What follows belongs to an exercise in optimizing a design on an open flow for small area; a production flow would make more cautious choices. Function was not checked in any run shown here: the RTL went through the layout flow alone. Power figures rest on the tool's default switching activity, not on a simulated workload.

==> flow/design.v (outline; a module is shown in full before it is edited, if it fits) <==
// module p_fa: 4 lines
// module p_fac: 4 lines
// module p_ha: 4 lines
// module p_nor2: 3 lines
// module p_or2: 3 lines
// module p_and2: 3 lines
// module p_inv: 3 lines
// module p_xor2: 3 lines
// module p_xnor2: 3 lines
// module p_xor3: 3 lines
// module p_a22o: 3 lines
// module p_a21oi: 3 lines
// module p_a222oi: 3 lines
// module magnitude_wrapper: 1037 lines
module magnitude_wrapper(
	input aclk,
	input aresetn,
	input s_i_data_valid,
	output reg s_o_data_ready,
	input [31:0] s_i_data,
	output reg m_o_data_valid,
	input m_i_data_ready,
	output [31:0] m_o_data
    );
  // ...
==> flow/flow/run.sh <==
#!/bin/bash
# Standard layout, but the port buffers are the smallest plain buffer and
# the clock tree uses smaller buffers without dummy loads.
set -euo pipefail
export BUFFER_PORTS_ARGS="-buffer_cell sky130_fd_sc_hd__buf_1"
export CTS_ARGS="-sink_clustering_enable -repair_clock_nets -dont_use_dummy_load -buf_list sky130_fd_sc_hd__clkbuf_8"
bash standard.sh finish > standard_flow.log 2>&1
==> flow/standard.sh <==
#!/bin/bash
# synth_recipe.tcl (not shown) runs the flow's synth.tcl, then flattens the netlist and writes it again
# the make line also repeats each setting of config.mk as NAME=value (left out here)
make -C /OpenROAD-flow-scripts/flow DESIGN_CONFIG=/design/flow/config.mk WORK_HOME=/design/flow/orfs CLKGATE_MAP_FILE= SYNTH_SCRIPT=/design/flow/synth_recipe.tcl "${@:-finish}"
==> flow/config.mk <==
export PLATFORM = sky130hd
export DESIGN_NAME = magnitude_wrapper
export DESIGN_NICKNAME = magnitude_wrapper
export VERILOG_FILES = /design/flow/design.v
export SDC_FILE = /design/flow/constraint.sdc
export NUM_CORES = 4
export LEC_CHECK = 0
export CAP_MARGIN = 20
export CORE_MARGIN = 2
export CORE_UTILIZATION = 40
export SLEW_MARGIN = 20
export SYNTH_HIERARCHICAL = 1
export SYNTH_MINIMUM_KEEP_SIZE = 0
==> flow/constraint.sdc <==
create_clock -name core_clock -period 10.0 [get_ports {aclk}]
set_input_delay 2.0000 -clock core_clock [delete_from_list [all_inputs] [get_ports {aclk}]]
set_output_delay 2.0000 -clock core_clock [all_outputs]
set_load 0.01 [all_outputs]
==> notes.md, run 1 <==
share of the synthesized area in the top cell type 0.3830; vias in the first global route ~5200; largest class multi-input gates; die height 137.3 microns; Adder-Cell Fraction of Synth Area 0.4428; Fin Setup TNS 0 ns; area leader, netlist fa_1; Worst Setup Start Kind primary input; largest registers cn: 32 flops, p: 32 flops; Buffers, non-clock 90; Hold Crit Start start; setup bufs post-CTS 0; worst vdd ir around 190 uV; #FFs+latches synth 106; Pwr top combinational cells; CP cell instances buf_1 > a21oi_2 > inv_1 > fa_1 > fa_1 > fa_1 > fa_1 > fa_1 > fa_1 > fa_1 > fa_1 > fa_1 > fa_1 > ha_1 > ha_1 > ha_1 > ha_1 > fa_1 > fa_1 > fa_1 > fa_1 > fa_1 > a222oi_1; met1 wire length 6940 microns; Simple-Gate Fraction of Synth Area 0.09891; Post-DP HPWL approximately 13000 microns; DRC viols 0; gr ovfl total 0; Critical Path End cn[20]; final period utilization 0.9117; top area cells in the synthesized netlist fa_1 38%, dfxtp_1 25%, edfxtp_1 7.2%; Reg clk slew, reported paths approximately 0.11 ns; synthesis warning total 7; met1 global-route usage 0.2495; Switching Power 0.001234 W; unrepaired setup endpoints after global routing false; post-route ant nets 0; H-tree depth 3; status timing/DRC/antenna clean
==> inputs of run 2 (changes only) <==
--- a/flow/design.v
+++ b/flow/design.v
@@ -26,22 +26,16 @@
   assign y = a ^ b;
 endmodule
 module p_xnor2(input a, input b, output y);
   assign y = ~(a ^ b);
 endmodule
 module p_xor3(input a, input b, input c, output y);
   assign y = a ^ b ^ c;
 endmodule
-module p_a22o(input a1, input a2, input b1, input b2, output y);
-  assign y = (a1 & a2) | (b1 & b2);
-endmodule
-module p_a21oi(input a1, input a2, input b1, output y);
-  assign y = ~((a1 & a2) | b1);
-endmodule
 module p_a222oi(input a1, input a2, input b1, input b2, input c1, input c2, output y);
   assign y = ~((a1 & a2) | (b1 & b2) | (c1 & c2));
 endmodule
 module magnitude_wrapper(
 	input aclk,
 	input aresetn,
 	input s_i_data_valid,
 	output reg s_o_data_ready,
@@ -50,67 +44,50 @@
 	input m_i_data_ready,
 	output [31:0] m_o_data
     );
 	reg start, ack;
 	reg f2, f3;
 	reg [15:0] a_re, a_im;
 	reg [31:0] p;         
 	reg [31:0] cn;        
-	reg pc_12, cnc_12;
-	wire tc_12, cvc_12, cdc_12;
+	reg pc_11, cnc_11;
+	wire tc_11, cvc_11, cdc_11;
 	reg pc_21, cnc_21;
 	wire tc_21, cvc_21, cdc_21;
 	wire acc = s_i_data_valid & ~ack;
 	wire [15:0] xn;       
-	wire [15:0] xr;       
 	wire [31:0] t;        
 	wire [31:0] cv;       
 	wire [31:0] mo;
 	wire [31:0] cd;
 	wire sel_re = f2;
 	wire f1 = start & ~ack;
 	wire sel_im = f1 | f3;
 	wire sel_pin = ~ack & ~start;
 	wire pm = f1 | (ack & ~f2);
 	wire ld_t = m_i_data_ready & f3;
 	wire ld_p = m_i_data_ready & ~f3;
 	wire hold = ~m_i_data_ready;
-	p_a22o umr0 (.a1(sel_re), .a2(a_re[0]), .b1(sel_im), .b2(a_im[0]), .y(xr[0]));
-	p_a21oi um0 (.a1(sel_pin), .a2(s_i_data[0]), .b1(xr[0]), .y(xn[0]));
-	p_a22o umr1 (.a1(sel_re), .a2(a_re[1]), .b1(sel_im), .b2(a_im[1]), .y(xr[1]));
-	p_a21oi um1 (.a1(sel_pin), .a2(s_i_data[1]), .b1(xr[1]), .y(xn[1]));
-	p_a22o umr2 (.a1(sel_re), .a2(a_re[2]), .b1(sel_im), .b2(a_im[2]), .y(xr[2]));
-	p_a21oi um2 (.a1(sel_pin), .a2(s_i_data[2]), .b1(xr[2]), .y(xn[2]));
-	p_a22o umr3 (.a1(sel_re), .a2(a_re[3]), .b1(sel_im), .b2(a_im[3]), .y(xr[3]));
-	p_a21oi um3 (.a1(sel_pin), .a2(s_i_data[3]), .b1(xr[3]), .y(xn[3]));
-	p_a22o umr4 (.a1(sel_re), .a2(a_re[4]), .b1(sel_im), .b2(a_im[4]), .y(xr[4]));
-	p_a21oi um4 (.a1(sel_pin), .a2(s_i_data[4]), .b1(xr[4]), .y(xn[4]));
-	p_a22o umr5 (.a1(sel_re), .a2(a_re[5]), .b1(sel_im), .b2(a_im[5]), .y(xr[5]));
-	p_a21oi um5 (.a1(sel_pin), .a2(s_i_data[5]), .b1(xr[5]), .y(xn[5]));
-	p_a22o umr6 (.a1(sel_re), .a2(a_re[6]), .b1(sel_im), .b2(a_im[6]), .y(xr[6]));
-	p_a21oi um6 (.a1(sel_pin), .a2(s_i_data[6]), .b1(xr[6]), .y(xn[6]));
-	p_a22o umr7 (.a1(sel_re), .a2(a_re[7]), .b1(sel_im), .b2(a_im[7]), .y(xr[7]));
-	p_a21oi um7 (.a1(sel_pin), .a2(s_i_data[7]), .b1(xr[7]), .y(xn[7]));
-	p_a22o umr8 (.a1(sel_re), .a2(a_re[8]), .b1(sel_im), .b2(a_im[8]), .y(xr[8]));
-	p_a21oi um8 (.a1(sel_pin), .a2(s_i_data[8]), .b1(xr[8]), .y(xn[8]));
-	p_a22o umr9 (.a1(sel_re), .a2(a_re[9]), .b1(sel_im), .b2(a_im[9]), .y(xr[9]));
-	p_a21oi um9 (.a1(sel_pin), .a2(s_i_data[9]), .b1(xr[9]), .y(xn[9]));
-	p_a22o umr10 (.a1(sel_re), .a2(a_re[10]), .b1(sel_im), .b2(a_im[10]), .y(xr[10]));
-	p_a21oi um10 (.a1(sel_pin), .a2(s_i_data[10]), .b1(xr[10]), .y(xn[10]));
-	p_a22o umr11 (.a1(sel_re), .a2(a_re[11]), .b1(sel_im), .b2(a_im[11]), .y(xr[11]));
-	p_a21oi um11 (.a1(sel_pin), .a2(s_i_data[11]), .b1(xr[11]), .y(xn[11]));
-	p_a22o umr12 (.a1(sel_re), .a2(a_re[12]), .b1(sel_im), .b2(a_im[12]), .y(xr[12]));
-	p_a21oi um12 (.a1(sel_pin), .a2(s_i_data[12]), .b1(xr[12]), .y(xn[12]));
-	p_a22o umr13 (.a1(sel_re), .a2(a_re[13]), .b1(sel_im), .b2(a_im[13]), .y(xr[13]));
-	p_a21oi um13 (.a1(sel_pin), .a2(s_i_data[13]), .b1(xr[13]), .y(xn[13]));
-	p_a22o umr14 (.a1(sel_re), .a2(a_re[14]), .b1(sel_im), .b2(a_im[14]), .y(xr[14]));
-	p_a21oi um14 (.a1(sel_pin), .a2(s_i_data[14]), .b1(xr[14]), .y(xn[14]));
-	p_a22o umr15 (.a1(sel_re), .a2(a_re[15]), .b1(sel_im), .b2(a_im[15]), .y(xr[15]));
-	p_a21oi um15 (.a1(sel_pin), .a2(s_i_data[15]), .b1(xr[15]), .y(xn[15]));
+	p_a222oi um0 (.a1(sel_re), .a2(a_re[0]), .b1(sel_im), .b2(a_im[0]), .c1(sel_pin), .c2(s_i_data[0]), .y(xn[0]));
+	p_a222oi um1 (.a1(sel_re), .a2(a_re[1]), .b1(sel_im), .b2(a_im[1]), .c1(sel_pin), .c2(s_i_data[1]), .y(xn[1]));
+	p_a222oi um2 (.a1(sel_re), .a2(a_re[2]), .b1(sel_im), .b2(a_im[2]), .c1(sel_pin), .c2(s_i_data[2]), .y(xn[2]));
+	p_a222oi um3 (.a1(sel_re), .a2(a_re[3]), .b1(sel_im), .b2(a_im[3]), .c1(sel_pin), .c2(s_i_data[3]), .y(xn[3]));
+	p_a222oi um4 (.a1(sel_re), .a2(a_re[4]), .b1(sel_im), .b2(a_im[4]), .c1(sel_pin), .c2(s_i_data[4]), .y(xn[4]));
+	p_a222oi um5 (.a1(sel_re), .a2(a_re[5]), .b1(sel_im), .b2(a_im[5]), .c1(sel_pin), .c2(s_i_data[5]), .y(xn[5]));
+	p_a222oi um6 (.a1(sel_re), .a2(a_re[6]), .b1(sel_im), .b2(a_im[6]), .c1(sel_pin), .c2(s_i_data[6]), .y(xn[6]));
+	p_a222oi um7 (.a1(sel_re), .a2(a_re[7]), .b1(sel_im), .b2(a_im[7]), .c1(sel_pin), .c2(s_i_data[7]), .y(xn[7]));
+	p_a222oi um8 (.a1(sel_re), .a2(a_re[8]), .b1(sel_im), .b2(a_im[8]), .c1(sel_pin), .c2(s_i_data[8]), .y(xn[8]));
+	p_a222oi um9 (.a1(sel_re), .a2(a_re[9]), .b1(sel_im), .b2(a_im[9]), .c1(sel_pin), .c2(s_i_data[9]), .y(xn[9]));
+	p_a222oi um10 (.a1(sel_re), .a2(a_re[10]), .b1(sel_im), .b2(a_im[10]), .c1(sel_pin), .c2(s_i_data[10]), .y(xn[10]));
+	p_a222oi um11 (.a1(sel_re), .a2(a_re[11]), .b1(sel_im), .b2(a_im[11]), .c1(sel_pin), .c2(s_i_data[11]), .y(xn[11]));
+	p_a222oi um12 (.a1(sel_re), .a2(a_re[12]), .b1(sel_im), .b2(a_im[12]), .c1(sel_pin), .c2(s_i_data[12]), .y(xn[12]));
+	p_a222oi um13 (.a1(sel_re), .a2(a_re[13]), .b1(sel_im), .b2(a_im[13]), .c1(sel_pin), .c2(s_i_data[13]), .y(xn[13]));
+	p_a222oi um14 (.a1(sel_re), .a2(a_re[14]), .b1(sel_im), .b2(a_im[14]), .c1(sel_pin), .c2(s_i_data[14]), .y(xn[14]));
+	p_a222oi um15 (.a1(sel_re), .a2(a_re[15]), .b1(sel_im), .b2(a_im[15]), .c1(sel_pin), .c2(s_i_data[15]), .y(xn[15]));
 	assign t[0] = s_731;
 	assign t[1] = s_734;
 	assign t[2] = s_737;
 	assign t[3] = s_740;
 	assign t[4] = s_743;
 	assign t[5] = s_746;
 	assign t[6] = s_749;
 	assign t[7] = s_752;
@@ -133,17 +110,17 @@
 	assign t[24] = s_674;
 	assign t[25] = s_686;
 	assign t[26] = s_698;
 	assign t[27] = s_707;
 	assign t[28] = s_716;
 	assign t[29] = s_722;
 	assign t[30] = s_728;
 	assign t[31] = s_798;
-	assign tc_12 = c_765;
+	assign tc_11 = c_762;
 	assign tc_21 = c_792;
 	p_a222oi uc0 (.a1(ld_t), .a2(t[0]), .b1(ld_p), .b2(p[0]), .c1(hold), .c2(cv[0]), .y(cd[0]));
 	p_inv ui0 (.a(cn[0]), .y(cv[0]));
 	p_a222oi uc1 (.a1(ld_t), .a2(t[1]), .b1(ld_p), .b2(p[1]), .c1(hold), .c2(cv[1]), .y(cd[1]));
 	p_inv ui1 (.a(cn[1]), .y(cv[1]));
 	p_a222oi uc2 (.a1(ld_t), .a2(t[2]), .b1(ld_p), .b2(p[2]), .c1(hold), .c2(cv[2]), .y(cd[2]));
 	p_inv ui2 (.a(cn[2]), .y(cv[2]));
 	p_a222oi uc3 (.a1(ld_t), .a2(t[3]), .b1(ld_p), .b2(p[3]), .c1(hold), .c2(cv[3]), .y(cd[3]));
@@ -199,32 +176,31 @@
 	p_a222oi uc28 (.a1(ld_t), .a2(t[28]), .b1(ld_p), .b2(p[28]), .c1(hold), .c2(cv[28]), .y(cd[28]));
 	p_inv ui28 (.a(cn[28]), .y(cv[28]));
 	p_a222oi uc29 (.a1(ld_t), .a2(t[29]), .b1(ld_p), .b2(p[29]), .c1(hold), .c2(cv[29]), .y(cd[29]));
 	p_inv ui29 (.a(cn[29]), .y(cv[29]));
 	p_a222oi uc30 (.a1(ld_t), .a2(t[30]), .b1(ld_p), .b2(p[30]), .c1(hold), .c2(cv[30]), .y(cd[30]));
 	p_inv ui30 (.a(cn[30]), .y(cv[30]));
 	p_a222oi uc31 (.a1(ld_t), .a2(t[31]), .b1(ld_p), .b2(p[31]), .c1(hold), .c2(cv[31]), .y(cd[31]));
 	p_inv ui31 (.a(cn[31]), .y(cv[31]));
-	p_a222oi ucc12 (.a1(ld_t), .a2(tc_12), .b1(ld_p), .b2(pc_12), .c1(hold), .c2(cvc_12), .y(cdc_12));
-	p_inv uic12 (.a(cnc_12), .y(cvc_12));
+	p_a222oi ucc11 (.a1(ld_t), .a2(tc_11), .b1(ld_p), .b2(pc_11), .c1(hold), .c2(cvc_11), .y(cdc_11));
+	p_inv uic11 (.a(cnc_11), .y(cvc_11));
 	p_a222oi ucc21 (.a1(ld_t), .a2(tc_21), .b1(ld_p), .b2(pc_21), .c1(hold), .c2(cvc_21), .y(cdc_21));
 	p_inv uic21 (.a(cnc_21), .y(cvc_21));
 	assign mo[0] = cv[0];
 	assign mo[1] = cv[1];
 	assign mo[2] = cv[2];
 	assign mo[3] = cv[3];
 	assign mo[4] = cv[4];
 	assign mo[5] = cv[5];
 	assign mo[6] = cv[6];
 	assign mo[7] = cv[7];
 	assign mo[8] = cv[8];
 	assign mo[9] = cv[9];
 	assign mo[10] = cv[10];
-	assign mo[11] = cv[11];
 	assign m_o_data = mo;
 	wire dg_1;
 	wire dg_3;
 	wire dg_5;
 	wire dg_7;
 	wire dg_9;
 	wire dg_11;
 	wire dg_13;
@@ -710,16 +686,17 @@
 	wire e_822;
 	wire e_824;
 	wire e_826;
 	wire e_828;
 	wire e_830;
 	wire e_832;
 	wire e_834;
 	wire e_836;
+	wire e_838;
   p_inv u2 (.a(xn[0]), .y(dg_1));
   p_inv u4 (.a(xn[1]), .y(dg_3));
   p_inv u6 (.a(xn[2]), .y(dg_5));
   p_inv u8 (.a(xn[3]), .y(dg_7));
   p_inv u10 (.a(xn[4]), .y(dg_9));
   p_inv u12 (.a(xn[5]), .y(dg_11));
   p_inv u14 (.a(xn[6]), .y(dg_13));
   p_inv u16 (.a(xn[7]), .y(dg_15));
@@ -878,17 +855,17 @@
   p_and2 u322 (.a(p[24]), .b(pm), .y(pm_321));
   p_and2 u324 (.a(p[25]), .b(pm), .y(pm_323));
   p_and2 u326 (.a(p[26]), .b(pm), .y(pm_325));
   p_and2 u328 (.a(p[27]), .b(pm), .y(pm_327));
   p_and2 u330 (.a(p[28]), .b(pm), .y(pm_329));
   p_and2 u332 (.a(p[29]), .b(pm), .y(pm_331));
   p_and2 u334 (.a(p[30]), .b(pm), .y(pm_333));
   p_and2 u336 (.a(p[31]), .b(pm), .y(pm_335));
-  p_and2 u338 (.a(pc_12), .b(pm), .y(pmc_337));
+  p_and2 u338 (.a(pc_11), .b(pm), .y(pmc_337));
   p_and2 u340 (.a(pc_21), .b(pm), .y(pmc_339));
   p_fa u343 (.a(pm_277), .b(dg_3), .c(pp_33), .s(s_341), .co(c_342));
   p_fa u346 (.a(pm_279), .b(pp_35), .c(c_342), .s(s_344), .co(c_345));
   p_fa u349 (.a(pm_281), .b(dg_5), .c(pp_37), .s(s_347), .co(c_348));
   p_fa u352 (.a(pp_63), .b(s_347), .c(c_345), .s(s_350), .co(c_351));
   p_fa u355 (.a(pm_283), .b(pp_39), .c(pp_65), .s(s_353), .co(c_354));
   p_fa u358 (.a(c_348), .b(s_353), .c(c_351), .s(s_356), .co(c_357));
   p_fa u361 (.a(pm_285), .b(dg_7), .c(pp_41), .s(s_359), .co(c_360));
@@ -905,39 +882,39 @@
   p_fa u394 (.a(pp_73), .b(pp_97), .c(c_378), .s(s_392), .co(c_393));
   p_fa u397 (.a(c_381), .b(s_389), .c(s_392), .s(s_395), .co(c_396));
   p_fa u400 (.a(c_384), .b(s_395), .c(c_387), .s(s_398), .co(c_399));
   p_fa u403 (.a(pm_293), .b(dg_11), .c(pp_121), .s(s_401), .co(c_402));
   p_fa u406 (.a(pp_141), .b(pp_49), .c(pp_75), .s(s_404), .co(c_405));
   p_fa u409 (.a(pp_99), .b(c_390), .c(s_401), .s(s_407), .co(c_408));
   p_fa u412 (.a(s_404), .b(c_393), .c(s_407), .s(s_410), .co(c_411));
   p_fa u415 (.a(c_396), .b(s_410), .c(c_399), .s(s_413), .co(c_414));
-  p_fa u418 (.a(pm_295), .b(pp_101), .c(pp_123), .s(s_416), .co(c_417));
-  p_fa u421 (.a(pp_143), .b(pp_51), .c(pp_77), .s(s_419), .co(c_420));
-  p_fa u424 (.a(c_402), .b(c_405), .c(s_416), .s(s_422), .co(c_423));
-  p_fa u427 (.a(s_419), .b(c_408), .c(s_422), .s(s_425), .co(c_426));
-  p_fa u430 (.a(c_411), .b(s_425), .c(c_414), .s(s_428), .co(c_429));
-  p_fa u433 (.a(pm_297), .b(pmc_337), .c(dg_13), .s(s_431), .co(c_432));
-  p_fa u436 (.a(pp_103), .b(pp_125), .c(pp_145), .s(s_434), .co(c_435));
-  p_fa u439 (.a(pp_163), .b(pp_53), .c(pp_79), .s(s_437), .co(c_438));
-  p_fa u442 (.a(c_417), .b(s_431), .c(c_420), .s(s_440), .co(c_441));
-  p_fa u445 (.a(s_434), .b(s_437), .c(c_423), .s(s_443), .co(c_444));
-  p_fa u448 (.a(s_440), .b(c_426), .c(s_443), .s(s_446), .co(c_447));
+  p_fa u418 (.a(pm_295), .b(pmc_337), .c(pp_101), .s(s_416), .co(c_417));
+  p_fa u421 (.a(pp_123), .b(pp_143), .c(pp_51), .s(s_419), .co(c_420));
+  p_fa u424 (.a(pp_77), .b(c_402), .c(c_405), .s(s_422), .co(c_423));
+  p_fa u427 (.a(s_416), .b(s_419), .c(c_408), .s(s_425), .co(c_426));
+  p_fa u430 (.a(s_422), .b(c_411), .c(s_425), .s(s_428), .co(c_429));
+  p_fa u433 (.a(pm_297), .b(dg_13), .c(pp_103), .s(s_431), .co(c_432));
+  p_fa u436 (.a(pp_125), .b(pp_145), .c(pp_163), .s(s_434), .co(c_435));
+  p_fa u439 (.a(pp_53), .b(pp_79), .c(c_417), .s(s_437), .co(c_438));
+  p_fa u442 (.a(c_420), .b(s_431), .c(s_434), .s(s_440), .co(c_441));
+  p_fa u445 (.a(c_423), .b(s_437), .c(s_440), .s(s_443), .co(c_444));
+  p_fa u448 (.a(c_426), .b(s_443), .c(c_429), .s(s_446), .co(c_447));
   p_fa u451 (.a(pm_299), .b(pp_105), .c(pp_127), .s(s_449), .co(c_450));
   p_fa u454 (.a(pp_147), .b(pp_165), .c(pp_55), .s(s_452), .co(c_453));
   p_fa u457 (.a(pp_81), .b(c_432), .c(c_435), .s(s_455), .co(c_456));
-  p_fa u460 (.a(c_438), .b(s_449), .c(s_452), .s(s_458), .co(c_459));
+  p_fa u460 (.a(s_449), .b(s_452), .c(c_438), .s(s_458), .co(c_459));
   p_fa u463 (.a(c_441), .b(s_455), .c(s_458), .s(s_461), .co(c_462));
   p_fa u466 (.a(c_444), .b(s_461), .c(c_447), .s(s_464), .co(c_465));
   p_fa u469 (.a(pm_301), .b(dg_15), .c(pp_107), .s(s_467), .co(c_468));
   p_fa u472 (.a(pp_129), .b(pp_149), .c(pp_167), .s(s_470), .co(c_471));
   p_fa u475 (.a(pp_183), .b(pp_57), .c(pp_83), .s(s_473), .co(c_474));
   p_fa u478 (.a(c_450), .b(c_453), .c(s_467), .s(s_476), .co(c_477));
   p_fa u481 (.a(s_470), .b(s_473), .c(c_456), .s(s_479), .co(c_480));
-  p_fa u484 (.a(c_459), .b(s_476), .c(s_479), .s(s_482), .co(c_483));
+  p_fa u484 (.a(s_476), .b(c_459), .c(s_479), .s(s_482), .co(c_483));
   p_fa u487 (.a(c_462), .b(s_482), .c(c_465), .s(s_485), .co(c_486));
   p_fa u490 (.a(pm_303), .b(pp_109), .c(pp_131), .s(s_488), .co(c_489));
   p_fa u493 (.a(pp_151), .b(pp_169), .c(pp_185), .s(s_491), .co(c_492));
   p_fa u496 (.a(pp_59), .b(pp_85), .c(c_468), .s(s_494), .co(c_495));
   p_fa u499 (.a(c_471), .b(c_474), .c(s_488), .s(s_497), .co(c_498));
   p_fa u502 (.a(s_491), .b(c_477), .c(s_494), .s(s_500), .co(c_501));
   p_fa u505 (.a(s_497), .b(c_480), .c(s_500), .s(s_503), .co(c_504));
   p_fa u508 (.a(c_483), .b(s_503), .c(c_486), .s(s_506), .co(c_507));
@@ -1021,59 +998,60 @@
   p_ha u742 (.a(c_738), .b(s_344), .s(s_740), .co(c_741));
   p_ha u745 (.a(c_741), .b(s_350), .s(s_743), .co(c_744));
   p_ha u748 (.a(c_744), .b(s_356), .s(s_746), .co(c_747));
   p_ha u751 (.a(c_747), .b(s_365), .s(s_749), .co(c_750));
   p_ha u754 (.a(c_750), .b(s_374), .s(s_752), .co(c_753));
   p_ha u757 (.a(c_753), .b(s_386), .s(s_755), .co(c_756));
   p_ha u760 (.a(c_756), .b(s_398), .s(s_758), .co(c_759));
   p_ha u763 (.a(c_759), .b(s_413), .s(s_761), .co(c_762));
-  p_ha u766 (.a(c_762), .b(s_428), .s(s_764), .co(c_765));
-  p_ha u769 (.a(s_446), .b(c_429), .s(s_767), .co(c_768));
+  p_ha u766 (.a(s_428), .b(c_414), .s(s_764), .co(c_765));
+  p_ha u769 (.a(s_446), .b(c_765), .s(s_767), .co(c_768));
   p_ha u772 (.a(s_464), .b(c_768), .s(s_770), .co(c_771));
   p_ha u775 (.a(s_485), .b(c_771), .s(s_773), .co(c_774));
   p_ha u778 (.a(s_506), .b(c_774), .s(s_776), .co(c_777));
   p_fa u781 (.a(s_530), .b(c_507), .c(c_777), .s(s_779), .co(c_780));
   p_fa u784 (.a(c_531), .b(s_551), .c(c_780), .s(s_782), .co(c_783));
   p_fa u787 (.a(c_552), .b(s_572), .c(c_783), .s(s_785), .co(c_786));
   p_fa u790 (.a(c_573), .b(s_590), .c(c_786), .s(s_788), .co(c_789));
   p_fa u793 (.a(s_608), .b(c_591), .c(c_789), .s(s_791), .co(c_792));
   p_xor2 u795 (.a(pm_335), .b(dg_31), .y(s_794));
   p_xor2 u797 (.a(s_794), .b(c_726), .y(s_796));
   p_xor2 u799 (.a(s_796), .b(c_729), .y(s_798));
-  p_ha u801 (.a(cv[12]), .b(cvc_12), .s(mo[12]), .co(e_800));
-  p_ha u803 (.a(cv[13]), .b(e_800), .s(mo[13]), .co(e_802));
-  p_ha u805 (.a(cv[14]), .b(e_802), .s(mo[14]), .co(e_804));
-  p_ha u807 (.a(cv[15]), .b(e_804), .s(mo[15]), .co(e_806));
-  p_ha u809 (.a(cv[16]), .b(e_806), .s(mo[16]), .co(e_808));
-  p_ha u811 (.a(cv[17]), .b(e_808), .s(mo[17]), .co(e_810));
-  p_ha u813 (.a(cv[18]), .b(e_810), .s(mo[18]), .co(e_812));
-  p_ha u815 (.a(cv[19]), .b(e_812), .s(mo[19]), .co(e_814));
-  p_ha u817 (.a(cv[20]), .b(e_814), .s(mo[20]), .co(e_816));
-  p_fa u819 (.a(cv[21]), .b(cvc_21), .c(e_816), .s(mo[21]), .co(e_818));
-  p_ha u821 (.a(cv[22]), .b(e_818), .s(mo[22]), .co(e_820));
-  p_ha u823 (.a(cv[23]), .b(e_820), .s(mo[23]), .co(e_822));
-  p_ha u825 (.a(cv[24]), .b(e_822), .s(mo[24]), .co(e_824));
-  p_ha u827 (.a(cv[25]), .b(e_824), .s(mo[25]), .co(e_826));
-  p_ha u829 (.a(cv[26]), .b(e_826), .s(mo[26]), .co(e_828));
-  p_ha u831 (.a(cv[27]), .b(e_828), .s(mo[27]), .co(e_830));
-  p_ha u833 (.a(cv[28]), .b(e_830), .s(mo[28]), .co(e_832));
-  p_ha u835 (.a(cv[29]), .b(e_832), .s(mo[29]), .co(e_834));
-  p_ha u837 (.a(cv[30]), .b(e_834), .s(mo[30]), .co(e_836));
-  p_xor2 u838 (.a(cv[31]), .b(e_836), .y(mo[31]));
+  p_ha u801 (.a(cv[11]), .b(cvc_11), .s(mo[11]), .co(e_800));
+  p_ha u803 (.a(cv[12]), .b(e_800), .s(mo[12]), .co(e_802));
+  p_ha u805 (.a(cv[13]), .b(e_802), .s(mo[13]), .co(e_804));
+  p_ha u807 (.a(cv[14]), .b(e_804), .s(mo[14]), .co(e_806));
+  p_ha u809 (.a(cv[15]), .b(e_806), .s(mo[15]), .co(e_808));
+  p_ha u811 (.a(cv[16]), .b(e_808), .s(mo[16]), .co(e_810));
+  p_ha u813 (.a(cv[17]), .b(e_810), .s(mo[17]), .co(e_812));
+  p_ha u815 (.a(cv[18]), .b(e_812), .s(mo[18]), .co(e_814));
+  p_ha u817 (.a(cv[19]), .b(e_814), .s(mo[19]), .co(e_816));
+  p_ha u819 (.a(cv[20]), .b(e_816), .s(mo[20]), .co(e_818));
+  p_fa u821 (.a(cv[21]), .b(cvc_21), .c(e_818), .s(mo[21]), .co(e_820));
+  p_ha u823 (.a(cv[22]), .b(e_820), .s(mo[22]), .co(e_822));
+  p_ha u825 (.a(cv[23]), .b(e_822), .s(mo[23]), .co(e_824));
+  p_ha u827 (.a(cv[24]), .b(e_824), .s(mo[24]), .co(e_826));
+  p_ha u829 (.a(cv[25]), .b(e_826), .s(mo[25]), .co(e_828));
+  p_ha u831 (.a(cv[26]), .b(e_828), .s(mo[26]), .co(e_830));
+  p_ha u833 (.a(cv[27]), .b(e_830), .s(mo[27]), .co(e_832));
+  p_ha u835 (.a(cv[28]), .b(e_832), .s(mo[28]), .co(e_834));
+  p_ha u837 (.a(cv[29]), .b(e_834), .s(mo[29]), .co(e_836));
+  p_ha u839 (.a(cv[30]), .b(e_836), .s(mo[30]), .co(e_838));
+  p_xor2 u840 (.a(cv[31]), .b(e_838), .y(mo[31]));
 	always @(posedge aclk) begin
 		start <= acc | (start & ~ack & aresetn);
 		s_o_data_ready <= acc | (s_o_data_ready & aresetn);
 		ack <= start;
 		f2 <= acc & start;
 		f3 <= f2;
 		if (m_i_data_ready) m_o_data_valid <= ack;
 		else if (!aresetn) m_o_data_valid <= 1'b0;
 		a_re <= s_i_data[15:0];
 		if (acc) a_im <= s_i_data[31:16];
 		p <= t;
 		cn <= cd;
-		pc_12 <= tc_12;
-		cnc_12 <= cdc_12;
+		pc_11 <= tc_11;
+		cnc_11 <= cdc_11;
 		pc_21 <= tc_21;
 		cnc_21 <= cdc_21;
 	end
 endmodule
==> run 2 against run 1 <==
  * Clock power about the same
  * Clock skew up 0.0075 ns
  * Sequential share of layout area up 0.44 points
  * Critical endpoint unchanged
==> notes.md, run 2 <==
die height 136.2 microns (was 137.3 microns); Max FO, Critical Path 3 (unchanged); status timing/DRC/antenna clean (unchanged); Clock Root Buffer clkbuf_8 (unchanged); share of the synthesized area in the top cell type 0.3893 (was 0.3830); post-route ant nets 0 (unchanged); Worst Setup Start Kind primary input (unchanged); Post-Place Setup Slack 0.2132 ns (was 0.4356 ns); count leader, synth fa_1 (unchanged); per-cell routed wire length 18.53 microns (was 18.66 microns); Max Freq 0.1054 GHz (was 0.1097 GHz); Lkg Pwr 3.625 nW (was 3.675 nW); commonest non-fill, non-tap cells in the layout 136 x fa_1, 123 x nor2_1, 89 x dfxtp_1 (was 136 x fa_1, 122 x nor2_1, 89 x dfxtp_1); worst path bufs/invs 2 (unchanged); Final Hold Vio Count 0 (unchanged); synth unique cells 14 (was 16); Fin Setup TNS 0 ns (unchanged); GRT Util Overall 0.1929 (about the same); #FFs+latches synth 106 (unchanged); max layer used met4 (unchanged); ys async rst share 0 (unchanged); Max Transition Viols Final 0 (unchanged); Reg2Reg Launch Point ack (unchanged); Clock Path Buffers 2 (unchanged); Gate Count Post-Synth 560 (was 576); vias in the first global route 5316 (was 5209); Chip Width 136.2 microns (was 137.3 microns); Num CTS Buffers 9 (unchanged); power density cells 361.1 mW/mm^2 (was 354.6 mW/mm^2); Hold Crit Start start (unchanged); die footprint 0.01856 sq mm (was 0.01886 sq mm); Area growth syn-to-layout 10.57% (was 10.42%); IO buf count 69 (unchanged); largest net degree at the start of global routing 38 (was 37); Period minus WS final 9.492 ns (was 9.117 ns); final worst slack 0.5083 ns (was 0.8827 ns); most frequent cells after synthesis 136 x fa_1, 124 x nor2_1, 89 x dfxtp_1, 52 x inv_1, 50 x a222oi_1 (was 136 x fa_1, 124 x nor2_1, 89 x dfxtp_1, 52 x inv_1, 36 x and2_1); synthesis warning total 7 (unchanged); met1 wire length 6849 microns (was 6940 microns); DR WL met3 884 microns (was 966 microns); CTS tree yes (unchanged); top_reg_cell synth dfxtp_1 (unchanged); area leader, netlist fa_1 (unchanged); hold slack 0.4034 ns (was 0.4202 ns); starting density of the core 0.4072 (was 0.4096); gr ovfl total 0 (unchanged); row cnt 48 (unchanged); DRC viols 0 (unchanged); final period utilization 0.9492 (was 0.9117); Req. time, crit path 10.25 ns (was 10.28 ns); Max stage delay on crit path 0.49 ns (was 0.45 ns); Syn Nets 767 (was 782); Hold/Removal Path Class reg -> reg (unchanged); commonest non-fill, non-tap cell in the layout fa_1 (unchanged); worst slew pin tran 0.9255 ns (was 0.8793 ns); worst vdd ir 166.8 uV (was 191.1 uV); DRT iter0 DRCs 416 (was 328); fin cells 872 (was 888); Ports 70 (unchanged); register area share after synthesis 0.3277 (was 0.3224); top area cells in the synthesized netlist fa_1 39%, dfxtp_1 25%, edfxtp_1 7.3% (was fa_1 38%, dfxtp_1 25%, edfxtp_1 7.2%); initial antenna violation count 0 (unchanged); CP cell instances buf_1 > a222oi_1 > inv_1 > fa_1 > fa_1 > fa_1 > fa_1 > fa_1 > fa_1 > fa_1 > fa_1 > fa_1 > ha_1 > ha_1 > ha_1 > ha_1 > ha_1 > fa_1 > fa_1 > fa_1 > fa_1 > fa_1 > a222oi_1 (was buf_1 > a21oi_2 > inv_1 > fa_1 > fa_1 > fa_1 > fa_1 > fa_1 > fa_1 > fa_1 > fa_1 > fa_1 > fa_1 > ha_1 > ha_1 > ha_1 > ha_1 > fa_1 > fa_1 > fa_1 > fa_1 > fa_1 > a222oi_1); mapped cell area 0.006994 sq mm (was 0.007109 sq mm); Reg clk slew, reported paths 0.10 ns (was 0.11 ns); core box area 0.01718 sq mm (was 0.01736 sq mm); Crit path max-delay family adder cells (unchanged); first-pass GRT wire length 27050 microns (was 27210 microns); dpl cells 863 (was 879); fin util 0.4502 (was 0.4523); Critical Path Sink Type flip-flop (unchanged); DR vias/cell 5.338 (was 5.255); Post-synth EDFFs 17 (unchanged); nets 856 (was 871); met2 wire len 7930 microns (was 8247 microns); clock sink count 106 (unchanged); H-tree depth 3 (unchanged); largest registers cn: 32 flops, p: 32 flops (unchanged); Post-DP HPWL 12150 microns (was 13090 microns); Antenna diodes 0 (unchanged); setup bufs post-CTS 0 (unchanged); slowest CP cell a222oi_1 (was fa_1); DRT Wirelength 16160 microns (was 16570 microns); Worst Path Arrival 9.74 ns (was 9.40 ns); drt first pass iters 6 (was 5); post-CTS sizing 0 (unchanged); final clock skew 0.03605 ns (was 0.02856 ns); max_cap viols 0 (unchanged); unrepaired setup endpoints after global routing false (unchanged); crit path kind in -> reg (unchanged); # hold bufs at CTS 0 (unchanged); Final Wtd Congestion 0.8523 (was 0.8880); vias after detailed routing 4655 (was 4666); fraction of layout cells with a size suffix above 1 0.04791 (was 0.07541); cell mode on critical path fa_1 (unchanged); Worst-Skew Late Latency 0.39 ns (was 0.40 ns); crit path launch s_i_data[1] (unchanged); # setup viols final 0 (unchanged); Max-slew headroom 0.3830 (was 0.4112); syn avg cell area 12.49 sq um (was 12.34 sq um)
[run 2: final timing paths]
path | to | slack [ns] | cells after the start
min reg2reg | ack | 0.40 | 0
max | cn[20] | 0.51 | 23
max reg2reg | cn[20] | 1.32 | 24
min | ack | 0.40 | 0
[run 2: per-module statistics from Yosys (local to each module, per instance)]
module,copies in the design,cells,flops+latches
p_ha,35,1,0
p_a222oi,50,1,0
magnitude_wrapper,1,131,106
p_inv,50,1,0
p_and2,34,1,0
p_xor2,4,1,0
p_nor2,120,1,0
p_fa,136,1,0
[run 2: per-stage QoR]
stage,area [sq um],total power (W)
finish,7734,0.002792
CTS,7734,0.002835
global placement,7610,0.002528
detailed placement,7610,0.002597
floorplan,6994,0.002068
global route,7734,0.003130
[run 2: power by group]
group	switching (W)	internal [W]	total (W)	leakage, nW
Combinational	0.00105	0.000845	0.00190	2.65
Sequential	0.0000545	0.000626	0.000681	0.911
Clock	0.000132	0.0000811	0.000213	0.0647
[run 2: per-layer routing]
layer,vias up,track usage
met3,37,0.04101
met4,0,0.07523
met5,-,0
li1,2059,-
met1,2384,0.2436
met2,175,0.3247
[run 2: logic make-up after synthesis]
| family | count (synthesis) | synth area share |
|---|---|---|
| adder cells (fa/ha/maj) | 171 | 0.4519 |
| flip-flops | 106 | 0.3277 |
| AND/OR/NAND/NOR | 162 | 0.1005 |
| AO/OA/AOI/OAI | 54 | 0.07513 |
| buffers and inverters | 63 | 0.03971 |
| XOR/XNOR | 4 | 0.005008 |
[run 2: area by class of cell]
| class | count | area [sq um] |
|---|---|---|
| clock buffer | 9 | 123.9 |
| fill | 1658 | 9443 |
| inverter | 52 | 195.2 |
| multi-input combinational | 391 | 4432 |
| sequential | 106 | 2292 |
| tap | 225 | 281.5 |
| timing repair buffer | 89 | 409.1 |

==> re-timing with driven ports <==
In the flow no input, the clock included, has a driving cell. The finished layouts below were timed again as built, in two steps.
Step 1 sets driving cells, clkbuf_16 on the clock port and buf_2 on the other inputs (assumed; they add their load-dependent delay and slew).
Step 2 adds t to the input delays and takes it off the output delays; t is the mean of the earliest and latest rising clock arrival at the registers after step 1. Input paths then give back, and output paths get back, about the clock's delay inside the block.
Three values: ideal, step 1, step 2; two values: the first two.
run	t, ns	slack for setup (ns)	worst register clock-pin slew, ns
run 1	0.417	0.883 / 0.891 / 0.474	0.11 / 0.11
run 2	0.409	0.508 / 0.523 / 0.114	0.11 / 0.11
After both steps setup and hold are still met in every run listed. The setup slack of run 1, which loses most, moves by +0.008 ns with the drivers and by -0.409 ns with both steps.
